Context: an optimization exercise on an open-source flow, tuned for small area. The choices shown serve that exercise and are no tape-out recipe.
At most, simulation tests tie the RTL to the original design; equivalence was not proved.
Power is estimated from default activity; no workload was simulated.

old:
==> module ALU, before the edit <==
module ALU(
  input            clk,
  input      [7:0] A, B,
  input      [3:0] opcode,
  output reg [7:0] out
);
  wire op_div  = (opcode == 4'd3);
  wire op_cmp  = (opcode[3:2] == 2'b11) & (opcode[1:0] != 2'b00);
  reg [7:0] x;
  always @* begin
    case (opcode)
      4'd0, 4'd1, 4'd4,
      4'd13, 4'd14, 4'd15: x = 8'd1;
      4'd2, 4'd6:          x = B;
      4'd5:                x = out;
      4'd7:                x = 8'd2;
      default:             x = 8'd0;
    endcase
  end
  reg [3:0] t;       
  reg       use_acc, use_sr;
  always @* begin
    t = 4'b0000; use_acc = 1'b0; use_sr = 1'b0;
    case (opcode)
      4'd0:                t = 4'b1010;    
      4'd1, 4'd13,
      4'd14, 4'd15:        t = 4'b0101;    
      4'd3:                t = 4'b1100;    
      4'd4, 4'd6:          use_acc = 1'b1;
      4'd8:                use_sr = 1'b1;
      4'd9:                t = 4'b1000;    
      4'd10:               t = 4'b1110;    
      4'd11:               t = 4'b0110;    
      4'd12:               t = 4'b0111;    
      default:             t = 4'b0000;
    endcase
  end
  wire [7:0] asr = {1'b0, A[7:1]};
  reg  [7:0] c;
  integer i;
  always @* begin
    for (i = 0; i < 8; i = i + 1)
      c[i] = t[{A[i], B[i]}] | (use_acc & out[i]) | (use_sr & asr[i]);
  end
  wire [7:0] y    = op_div ? ~B : A;
  wire       cin0 = op_div | op_cmp | (opcode == 4'd1);
  wire [7:0] q;
  wire [7:0] rr [0:8];
  assign rr[8] = 8'd0;
  wire       cout0;
  genvar k, j;
  generate
    for (k = 7; k >= 0; k = k - 1) begin : g_row
      localparam integer W = 8 - k;
      wire [W-1:0] xx;
      wire [W:0]   cc;
      if (W == 1) begin : g_x1
        assign xx = c[k];
      end else begin : g_xn
        assign xx = {rr[k+1][W-2:0], c[k]};
      end
      assign cc[0] = (k == 0) ? cin0 : op_div;
      wire [W-1:0] tt;
      for (j = 0; j < W; j = j + 1) begin : g_bit
        assign tt[j]   = y[j] ^ cc[j];
        assign cc[j+1] = y[j] ? (xx[j] | cc[j]) : (xx[j] & cc[j]);
      end
      wire hz;
      if (W == 8) begin : g8
        assign hz = 1'b1;
      end else begin : gn
        assign hz = ~|B[7:W];
      end
      wire sel = op_div ? (cc[W] & hz) : x[k];
      assign q[k] = sel;
      assign rr[k] = {{(8-W){1'b0}}, xx ^ (tt & {W{sel}})};
      if (k == 0) begin : g_c0
        assign cout0 = cc[W];
      end
    end
  endgenerate
  wire eq = ~|rr[0];
  reg  flag;
  always @* begin
    case (opcode[1:0])
      2'd1:    flag = eq;
      2'd2:    flag = cout0 & ~eq;
      default: flag = ~cout0;
    endcase
  end
  always @(posedge clk) begin
    if (op_div)      out <= q;
    else if (op_cmp) out <= {8{flag}};
    else             out <= rr[0];
  end
endmodule
export LEC_CHECK = 0
export ABC_AREA = 1
export CAP_MARGIN = 20
export CORE_MARGIN = 2
export CORE_UTILIZATION = 40
export CTS_BUF_LIST = sky130_fd_sc_hd__clkbuf_1 sky130_fd_sc_hd__clkbuf_2
export GPL_TIMING_DRIVEN = 0
export SLEW_MARGIN = 20
create_clock -name core_clock -period 15.0 [get_ports {clk}]
standard.sh (not shown) runs the stock make flow with config.mk's settings and CLKGATE_MAP_FILE= SYNTH_SCRIPT=/design/flow/synth_recipe.tcl, a recipe that flattens the netlist after the stock synthesis.
==> flow/flow/run.sh <==
#!/bin/bash
# Own layout flow: the standard flow (standard.sh) with two changes:
#  - synthesis maps with an area-oriented ABC script (flow/abc.script),
#    otherwise the same as synth_recipe.tcl (same registers, flatten, renames);
#  - port buffers are sky130_fd_sc_hd__buf_1 instead of the resizer's default.
set -euo pipefail
here=$(pwd)
export MY_ABC_SCRIPT=$here/flow/abc.script
bash standard.sh "SYNTH_SCRIPT=$here/flow/synth.tcl" \
  "BUFFER_PORTS_ARGS=-buffer_cell sky130_fd_sc_hd__buf_1" finish > $here/flow.log 2>&1
==> flow/flow/abc.script <==
strash
dc2
dch
map -B 0.7
topo
stime -c
==> flow/flow/synth.tcl <==
proc synth {args} { yosys synth -nofsm -noshare {*}$args }
proc abc {args} {
  if {[info exists ::env(MY_ABC_SCRIPT)] && $::env(MY_ABC_SCRIPT) ne ""} {
    set i [lsearch -exact $args -script]
    if {$i >= 0} { set args [lreplace $args [expr {$i+1}] [expr {$i+1}] $::env(MY_ABC_SCRIPT)] }
  }
  yosys abc {*}$args
}
source $::env(SCRIPTS_DIR)/synth.tcl
# left out here: clear keep_hierarchy, flatten, clean up, hide names made inside functions, write 1_2_yosys.v
Input changes introduced in new (baseline for comparison: old):
--- a/flow/design.v
+++ b/flow/design.v
@@ -62,9 +62,9 @@
       assign cc[0] = (k == 0) ? cin0 : op_div;
       wire [W-1:0] tt;
       for (j = 0; j < W; j = j + 1) begin : g_bit
         assign tt[j]   = y[j] ^ cc[j];
-        assign cc[j+1] = y[j] ? (xx[j] | cc[j]) : (xx[j] & cc[j]);
+        assign cc[j+1] = (xx[j] & y[j]) | (cc[j] & (xx[j] | y[j]));
       end
       wire hz;
       if (W == 8) begin : g8
         assign hz = 1'b1;
## What came out
new: combinational share of power 0.7 points below old. Relative to old, xor/xnor share of the synthesized area has decreased by 0.28 points in new. Looking at area growth from synthesis to final layout across old and new, the one that comes out lower is new. First-pass GRT wire length in new is 1400 um below old. Relative to old, cell depth of the worst setup path increased by 12 in new.

========
## red
ALU, a different RTL version from the one above (not shown whole).
Size: ~570 cells after synthesis, ~8 flip-flops.
==> module ALU, before the edit <==
module ALU(
  input            clk,
  input      [7:0] A, B,
  input      [3:0] opcode,
  output reg [7:0] out
);
  wire op_div  = (opcode == 4'd3);
  wire op_cmp  = (opcode[3:2] == 2'b11) & (opcode[1:0] != 2'b00);
  reg [7:0] x;
  always @* begin
    case (opcode)
      4'd0, 4'd1, 4'd4,
      4'd13, 4'd14, 4'd15: x = 8'd1;
      4'd2, 4'd6:          x = B;
      4'd5:                x = out;
      4'd7:                x = 8'd2;
      default:             x = 8'd0;
    endcase
  end
  reg [3:0] t;       
  reg       use_acc, use_sr;
  always @* begin
    t = 4'b0000; use_acc = 1'b0; use_sr = 1'b0;
    case (opcode)
      4'd0:                t = 4'b1010;    
      4'd1, 4'd13,
      4'd14, 4'd15:        t = 4'b0101;    
      4'd3:                t = 4'b1100;    
      4'd4, 4'd6:          use_acc = 1'b1;
      4'd8:                use_sr = 1'b1;
      4'd9:                t = 4'b1000;    
      4'd10:               t = 4'b1110;    
      4'd11:               t = 4'b0110;    
      4'd12:               t = 4'b0111;    
      default:             t = 4'b0000;
    endcase
  end
  wire [7:0] asr = {1'b0, A[7:1]};
  reg  [7:0] c;
  integer i;
  always @* begin
    for (i = 0; i < 8; i = i + 1)
      c[i] = t[{A[i], B[i]}] | (use_acc & out[i]) | (use_sr & asr[i]);
  end
  wire [7:0] y    = op_div ? ~B : A;
  wire       cin0 = op_div | op_cmp | (opcode == 4'd1);
  wire [7:0] q;
  wire [7:0] rr [0:8];
  assign rr[8] = 8'd0;
  wire       cout0;
  genvar k, j;
  generate
    for (k = 7; k >= 0; k = k - 1) begin : g_row
      localparam integer W = 8 - k;
      wire [W-1:0] xx, ss;
      wire [W:0]   cc;
      if (W == 1) begin : g_x1
        assign xx = c[k];
      end else begin : g_xn
        assign xx = {rr[k+1][W-2:0], c[k]};
      end
      assign cc[0] = (k == 0) ? cin0 : op_div;
      for (j = 0; j < W; j = j + 1) begin : g_bit
        assign ss[j]   = xx[j] ^ y[j] ^ cc[j];
        assign cc[j+1] = y[j] ? (xx[j] | cc[j]) : (xx[j] & cc[j]);
      end
      wire hz;
      if (W == 8) begin : g8
        assign hz = 1'b1;
      end else begin : gn
        assign hz = ~|B[7:W];
      end
      wire sel = op_div ? (cc[W] & hz) : x[k];
      assign q[k] = sel;
      assign rr[k] = {{(8-W){1'b0}}, (sel ? ss : xx)};
      if (k == 0) begin : g_c0
        assign cout0 = cc[W];
      end
    end
  endgenerate
  wire eq = ~|rr[0];
  reg  flag;
  always @* begin
    case (opcode[1:0])
      2'd1:    flag = eq;
      2'd2:    flag = cout0 & ~eq;
      default: flag = ~cout0;
    endcase
  end
  always @(posedge clk) begin
    if (op_div)      out <= q;
    else if (op_cmp) out <= {8{flag}};
    else             out <= rr[0];
  end
endmodule
clock: 15.0 ns
lec_check: 0
abc_area: 1
cap_margin: 20
core_margin: 2
core_utilization: 40
cts_buf_list: sky130_fd_sc_hd__clkbuf_1 sky130_fd_sc_hd__clkbuf_2
gpl_timing_driven: 0
slew_margin: 20
==> flow/flow/abc.script <==
strash
balance
rewrite
refactor
balance
rewrite
rewrite -z
balance
refactor -z
rewrite -z
balance
dch
map -B 0.9
topo
stime -c
Scripts as last shown in full above: flow/flow/run.sh, flow/flow/synth.tcl
red finished every step from synthesis to the final layout, and the layout passed the timing, design-rule and antenna checks.
#### Input delta (blue over red)
--- a/flow/design.v
+++ b/flow/design.v
@@ -51,19 +51,20 @@
   genvar k, j;
   generate
     for (k = 7; k >= 0; k = k - 1) begin : g_row
       localparam integer W = 8 - k;
-      wire [W-1:0] xx, ss;
+      wire [W-1:0] xx;
       wire [W:0]   cc;
       if (W == 1) begin : g_x1
         assign xx = c[k];
       end else begin : g_xn
         assign xx = {rr[k+1][W-2:0], c[k]};
       end
       assign cc[0] = (k == 0) ? cin0 : op_div;
+      wire [W-1:0] tt;
       for (j = 0; j < W; j = j + 1) begin : g_bit
-        assign ss[j]   = xx[j] ^ y[j] ^ cc[j];
-        assign cc[j+1] = y[j] ? (xx[j] | cc[j]) : (xx[j] & cc[j]);
+        assign tt[j]   = y[j] ^ cc[j];
+        assign cc[j+1] = tt[j] ? xx[j] : y[j];
       end
       wire hz;
       if (W == 8) begin : g8
         assign hz = 1'b1;
@@ -71,9 +72,9 @@
         assign hz = ~|B[7:W];
       end
       wire sel = op_div ? (cc[W] & hz) : x[k];
       assign q[k] = sel;
-      assign rr[k] = {{(8-W){1'b0}}, (sel ? ss : xx)};
+      assign rr[k] = {{(8-W){1'b0}}, xx ^ (tt & {W{sel}})};
       if (k == 0) begin : g_c0
         assign cout0 = cc[W];
       end
     end
Results
- Compared with red, blue shows a sequential share of layout area that is 0.48 points higher.
- Higher fraction of final layout cells with drive strength greater than 1 goes to blue over red.
- blue does better than red on wire length.
- blue vs red: per-instance average area after synthesis up
- | relative area change from synthesis to final layout | blue vs red | 2.3 points higher |
- Compared with red, in blue maximum frequency from static timing analysis saw an increase; data required time at the worst endpoint saw a decrease.
- blue improves on red in minimum hold slack.
- Combinational group power: red and blue compared, higher one is red
- Total routing resource utilization after global routing ends up lower on red.
- blue vs. red: placement-stage cell area has decreased, die footprint has decreased.
- [compare] base=red new=blue: number of cells produced by synthesis went down by 61; number of nets in the layout went down by about 9%.
For blue, only the layout was checked, not whether the RTL still works.

[separate check: timing with driven ports]
How much do the figures lean on ideal ports? The routed layouts below were timed once more, with nothing changed but the port constraints. Step 1, drivers: a clkbuf_16 drives clk and a buf_2 each remaining input, both assumed. Step 2 moves the port delays by t, midway between the first and last clock arrival at a register: inputs arrive t later, outputs are due t later. That takes back most of the time a late clock gives input paths. Slacks: no drivers / after step 1 / after step 2; pairs: no drivers / after step 1.
| run | t, ns | setup slack, ns | worst setup path at the end | worst register clock-pin slew, ns |
|---|---|---|---|---|
| old | 0.280 | 1.668 / 1.672 / 1.392 | input to register | 0.11 / 0.11 |
| new | 0.248 | 1.531 / 1.528 / 1.280 | input to register | 0.08 / 0.08 |
| red | 0.275 | 1.516 / 1.515 / 1.240 | input to register | 0.09 / 0.09 |
| blue | 0.236 | 1.635 / 1.629 / 1.392 | input to register | 0.07 / 0.07 |
After both steps every run listed still meets setup and hold.
